What follows belongs to an exercise in optimizing a design on an open flow for small area and a short achievable clock period; a production flow would make more cautious choices.
Where RTL was checked, it was by simulation tests only, not by an equivalence proof against the original.
Power and IR drop assume default switching activity.

## datapathB_behavioral
module datapathB_behavioral
  #(parameter WLx = 8, parameter WLc = 8)
  ( input signed [WLx-1:0] x,
    input signed [WLc-1:0] a, b, c,
    input CLK,
    output signed [(WLx+WLc+WLc)+1:0] outR
  );
Settings: LEC_CHECK=0, CAP_MARGIN=20, CORE_MARGIN=2, CORE_UTILIZATION=40, CTS_BUF_LIST=sky130_fd_sc_hd__clkbuf_8, CTS_CLUSTER_SIZE=40, SETUP_SLACK_MARGIN=2.5, SLEW_MARGIN=20; clock period 6.0 ns.
standard.sh (not shown) runs the stock make flow with config.mk's settings and CLKGATE_MAP_FILE= SYNTH_SCRIPT=/design/flow/synth_recipe.tcl, a recipe that flattens the netlist after the stock synthesis.
==> flow/flow/run.sh <==
#!/bin/bash
# Standard ORFS layout, with two changes: full adders are left to ABC instead of being
# mapped to fa/ha cells, and the port buffers are buf_2 instead of the delay buffer
# buffer_ports picks by default. Every port still gets its own buffer.
set -euo pipefail
export ADDER_MAP_FILE=
export BUFFER_PORTS_ARGS="-buffer_cell sky130_fd_sc_hd__buf_2"
bash standard.sh > standard_flow.log 2>&1
The starting point passed the timing, design-rule and antenna checks.
Then changed:
==> flow/run.sh (new file) <==
#!/bin/bash
# synth_recipe.tcl (not shown) runs the flow's synth.tcl, then flattens the netlist and writes it again
# the make line also repeats each setting of config.mk as NAME=value (left out here)
make -C /OpenROAD-flow-scripts/flow DESIGN_CONFIG=/design/flow/config.mk WORK_HOME=/design/flow/orfs CLKGATE_MAP_FILE= SYNTH_SCRIPT=/design/flow/synth_recipe.tcl finish
Settings changed: CTS_BUF_LIST sky130_fd_sc_hd__clkbuf_8 to sky130_fd_sc_hd__clkbuf_4 sky130_fd_sc_hd__clkbuf_8, CTS_CLUSTER_SIZE 40 to 20.
removed: flow/flow/run.sh
removed: flow/standard.sh
What happened:
- combinational power goes down by a few percent
- design area came out lower by a few percent
- final cell count goes down by a little under a tenth
- register-to-register slack improved by 0.18 ns
- sequential share of layout area came out higher by 0.55 points
- clock power came out lower slightly
- hold slack stays flat
Then changed:
Settings changed: CTS_BUF_LIST sky130_fd_sc_hd__clkbuf_4 sky130_fd_sc_hd__clkbuf_8 to sky130_fd_sc_hd__clkbuf_8, CTS_CLUSTER_SIZE 20 to 40.
The new run produced a clean layout.
Hold slack barely changes.
Wire length stays flat.
Utilization stays flat.
Power hardly moves.
Area after synthesis stays the same.
No run of this note included a check of the RTL's function; only the layout flow was run.

datapathB_behavioral, a different RTL version from the one above (not shown whole).
For scale: about 1200 cells after synthesis, roughly 150 flip-flops, roughly 10000 µm² of cells after synthesis.
export LEC_CHECK = 0
export CAP_MARGIN = 20
export CORE_MARGIN = 2
export CORE_UTILIZATION = 40
export CTS_BUF_LIST = sky130_fd_sc_hd__clkbuf_8
export CTS_CLUSTER_SIZE = 40
export SETUP_SLACK_MARGIN = 3.3
export SLEW_MARGIN = 20
create_clock -name core_clock -period 6.0 [get_ports {CLK}]
==> flow/flow/run.sh <==
#!/bin/bash
# Standard ORFS layout (standard.sh) with two changes: every port gets a buf_2 as its port
# buffer instead of the delay buffer that buffer_ports picks by default, and full adders
# are left to ABC instead of being mapped to fa/ha cells (ADDER_MAP_FILE empty).
set -euo pipefail
export BUFFER_PORTS_ARGS="-buffer_cell sky130_fd_sc_hd__buf_2"
export ADDER_MAP_FILE=
bash standard.sh > standard_flow.log 2>&1
Next try:
==> flow/flow/run.sh (replaced) <==
#!/bin/bash
# Standard ORFS layout (standard.sh), except that every port gets a buf_1 as its port
# buffer instead of the delay buffer that buffer_ports picks by default.
set -euo pipefail
export BUFFER_PORTS_ARGS="-buffer_cell sky130_fd_sc_hd__buf_1"
bash standard.sh > standard_flow.log 2>&1
- CTS_CLUSTER_DIAMETER: not set -> 200
- CTS_CLUSTER_SIZE: 40 -> 80
After rerunning: Synthesized cell count drops by 22%. Register-to-register slack is better by 0.58 ns. Clock skew barely changes. Total power drops by 16%. Routed wire length drops by 17%. Global-route usage drops by 0.74 points. Clock power climbs by 19%.
Next try:
==> flow/flow/run.sh (replaced) <==
#!/bin/bash
# Standard ORFS layout (standard.sh), except that every port gets a buf_2 as its port
# buffer instead of the delay buffer that buffer_ports picks by default.
set -euo pipefail
export BUFFER_PORTS_ARGS="-buffer_cell sky130_fd_sc_hd__buf_2"
bash standard.sh > standard_flow.log 2>&1
- CTS_CLUSTER_DIAMETER: 200 -> not set
- CTS_CLUSTER_SIZE: 80 -> 40
After rerunning:
- The new run passed the timing, design-rule and antenna checks
- design area is lower by 1.7%
- via count is higher by 0.75%
- utilization goes down by 0.77 points
- wire length decreases by 3.3%
- hold slack is about the same
Next try:
==> flow/flow/run.sh (replaced) <==
#!/bin/bash
# Standard ORFS layout (standard.sh) with two changes: every port gets a buf_1 as its port
# buffer instead of the delay buffer that buffer_ports picks by default, and Yosys's synth
# skips its generic ABC pass before full adders are extracted (SYNTH_ARGS=-noabc), so the
# adder cells are found on the design's own XOR/majority structure.
set -euo pipefail
export BUFFER_PORTS_ARGS="-buffer_cell sky130_fd_sc_hd__buf_1"
export SYNTH_ARGS="-noabc"
bash standard.sh > standard_flow.log 2>&1
After rerunning: Fmax decreases by 2.1%. Core utilization increases by 0.58 points. Clock power increases by about 1%. Sequential cell count stays the same. Area after synthesis decreases by 1.1%. Register-to-register slack hardly moves.

datapathB_behavioral, a different RTL version from the one above (not shown whole).
For scale: roughly 940 cells after synthesis, about 160 flip-flops, roughly 59 I/O pins.
Design datapathB_behavioral, start of the top module:
module datapathB_behavioral
  #(parameter WLx = 8, parameter WLc = 8)
  ( input signed [WLx-1:0] x,
    input signed [WLc-1:0] a, b, c,
    input CLK,
    output signed [(WLx+WLc+WLc)+1:0] outR
  );
clock: 6.0 ns
lec_check: 0
abc_area: 1
cap_margin: 20
core_margin: 2
core_utilization: 40
cts_buf_list: sky130_fd_sc_hd__clkbuf_8
cts_cluster_size: 40
setup_slack_margin: 3.7
slew_margin: 20
==> flow/flow/run.sh <==
#!/bin/bash
# Standard ORFS layout (standard.sh) with two changes: every port gets a buf_2 as its port
# buffer instead of the delay buffer that buffer_ports picks by default, and Yosys's synth
# skips its generic ABC pass before full adders are extracted (SYNTH_ARGS=-noabc).
set -euo pipefail
export BUFFER_PORTS_ARGS="-buffer_cell sky130_fd_sc_hd__buf_2"
export SYNTH_ARGS="-noabc"
bash standard.sh > standard_flow.log 2>&1
The starting point finished clean.
Next try:
--- a/flow/config.mk
+++ b/flow/config.mk
@@ -7,9 +7,9 @@
 export LEC_CHECK = 0
 export ABC_AREA = 1
-export CAP_MARGIN = 20
+export CAP_MARGIN = 5
 export CORE_MARGIN = 2
 export CORE_UTILIZATION = 40
 export CTS_BUF_LIST = sky130_fd_sc_hd__clkbuf_8
 export CTS_CLUSTER_SIZE = 40
-export SETUP_SLACK_MARGIN = 3.7
-export SLEW_MARGIN = 20
+export SETUP_SLACK_MARGIN = 3.5
+export SLEW_MARGIN = 5
Effect: Synthesized cell count does not change; cell area falls by 2.3%; sequential share of layout area rises by 0.66 points; count of clock-buffer cells in the layout falls by 1; total power falls by 4.1%; clock skew is about the same; global-route usage rises by 0.24 points; worst hold slack is about the same.
Next try:
==> flow/flow/run.sh (replaced) <==
#!/bin/bash
# Standard ORFS layout (standard.sh), except that every port gets a buf_2 as its port
# buffer instead of the delay buffer that buffer_ports picks by default.
set -euo pipefail
export BUFFER_PORTS_ARGS="-buffer_cell sky130_fd_sc_hd__buf_2"
bash standard.sh > standard_flow.log 2>&1
--- a/flow/config.mk
+++ b/flow/config.mk
@@ -6,6 +6,5 @@
 export NUM_CORES = 4
 export LEC_CHECK = 0
-export ABC_AREA = 1
-export CAP_MARGIN = 5
+export CAP_MARGIN = 20
 export CORE_MARGIN = 2
 export CORE_UTILIZATION = 40
@@ -13,3 +12,3 @@
 export CTS_CLUSTER_SIZE = 40
 export SETUP_SLACK_MARGIN = 3.5
-export SLEW_MARGIN = 5
+export SLEW_MARGIN = 20
Power rises by 3.3%.
Sequential cell count stays the same.
Die area rises by about 5.6%.
Non-clock buffer count falls by 4.
Routed wire length rises by about 3.3%.
Next try:
==> flow/flow/run.sh (replaced) <==
#!/bin/bash
# Standard ORFS layout (standard.sh) with two changes: every port gets a buf_1 as its port
# buffer instead of the delay buffer that buffer_ports picks by default, and Yosys's synth
# skips its generic ABC pass before full adders are extracted (SYNTH_ARGS=-noabc).
set -euo pipefail
export BUFFER_PORTS_ARGS="-buffer_cell sky130_fd_sc_hd__buf_1"
export SYNTH_ARGS="-noabc"
bash standard.sh > standard_flow.log 2>&1
--- a/flow/config.mk
+++ b/flow/config.mk
@@ -6,4 +6,5 @@
 export NUM_CORES = 4
 export LEC_CHECK = 0
+export ABC_AREA = 1
 export CAP_MARGIN = 20
 export CORE_MARGIN = 2
Effect: Clock skew stays flat. Setup slack improved by 390 ps. Sequential cell count stays the same. Clock power came out lower by 11%. Via count came out lower by 4.4%. Design area came out lower by 5.1%. Clock-buffer cell count goes down by 1. Die area went down by 5.3%. Area after synthesis goes down by 5.4%.

-- static timing again, ports no longer ideal --
Ports are ideal in the flow. The routed layouts listed here were re-timed in OpenROAD. Step 1: set_driving_cell puts a clkbuf_16 on CLK and a buf_2 on each other input, an assumption about the parent block. Step 2 adds t to the input delays and takes it off the output delays; t is the mean of the earliest and latest rising clock arrival at the registers after step 1. Input paths then give back, and output paths get back, about the clock's delay inside the block. Three values: no drivers, after step 1, after step 2; two values: the first two.
run | t (ns) | slack for setup (ns) | worst setup path at the end
the first run of note 1 | 0.480 | 2.145 / 2.145 / 2.145 | register to register
the second run of note 1 | 0.489 | 2.328 / 2.328 / 2.328 | register to register
the third run of note 1 | 0.490 | 2.328 / 2.328 / 2.328 | register to register
the first run of note 2 | 0.493 | 2.838 / 2.838 / 2.838 | register to register
the second run of note 2 | 0.490 | 3.349 / 3.357 / 2.867 | input to register
the third run of note 2 | 0.483 | 3.375 / 3.333 / 2.850 | input to register
the fourth run of note 2 | 0.477 | 3.317 / 3.301 / 2.824 | input to register
the first run of note 3 | 0.504 | 3.579 / 3.579 / 3.256 | input to register
the second run of note 3 | 0.496 | 3.574 / 3.574 / 3.144 | input to register
the third run of note 3 | 0.475 | 3.147 / 3.147 / 3.141 | input to register
the fourth run of note 3 | 0.493 | 3.540 / 3.540 / 3.128 | input to register
After both steps every run listed still meets setup and hold. The setup slack of the third run of note 2, which loses most, moves by -0.042 ns with the drivers and by -0.525 ns with both steps.
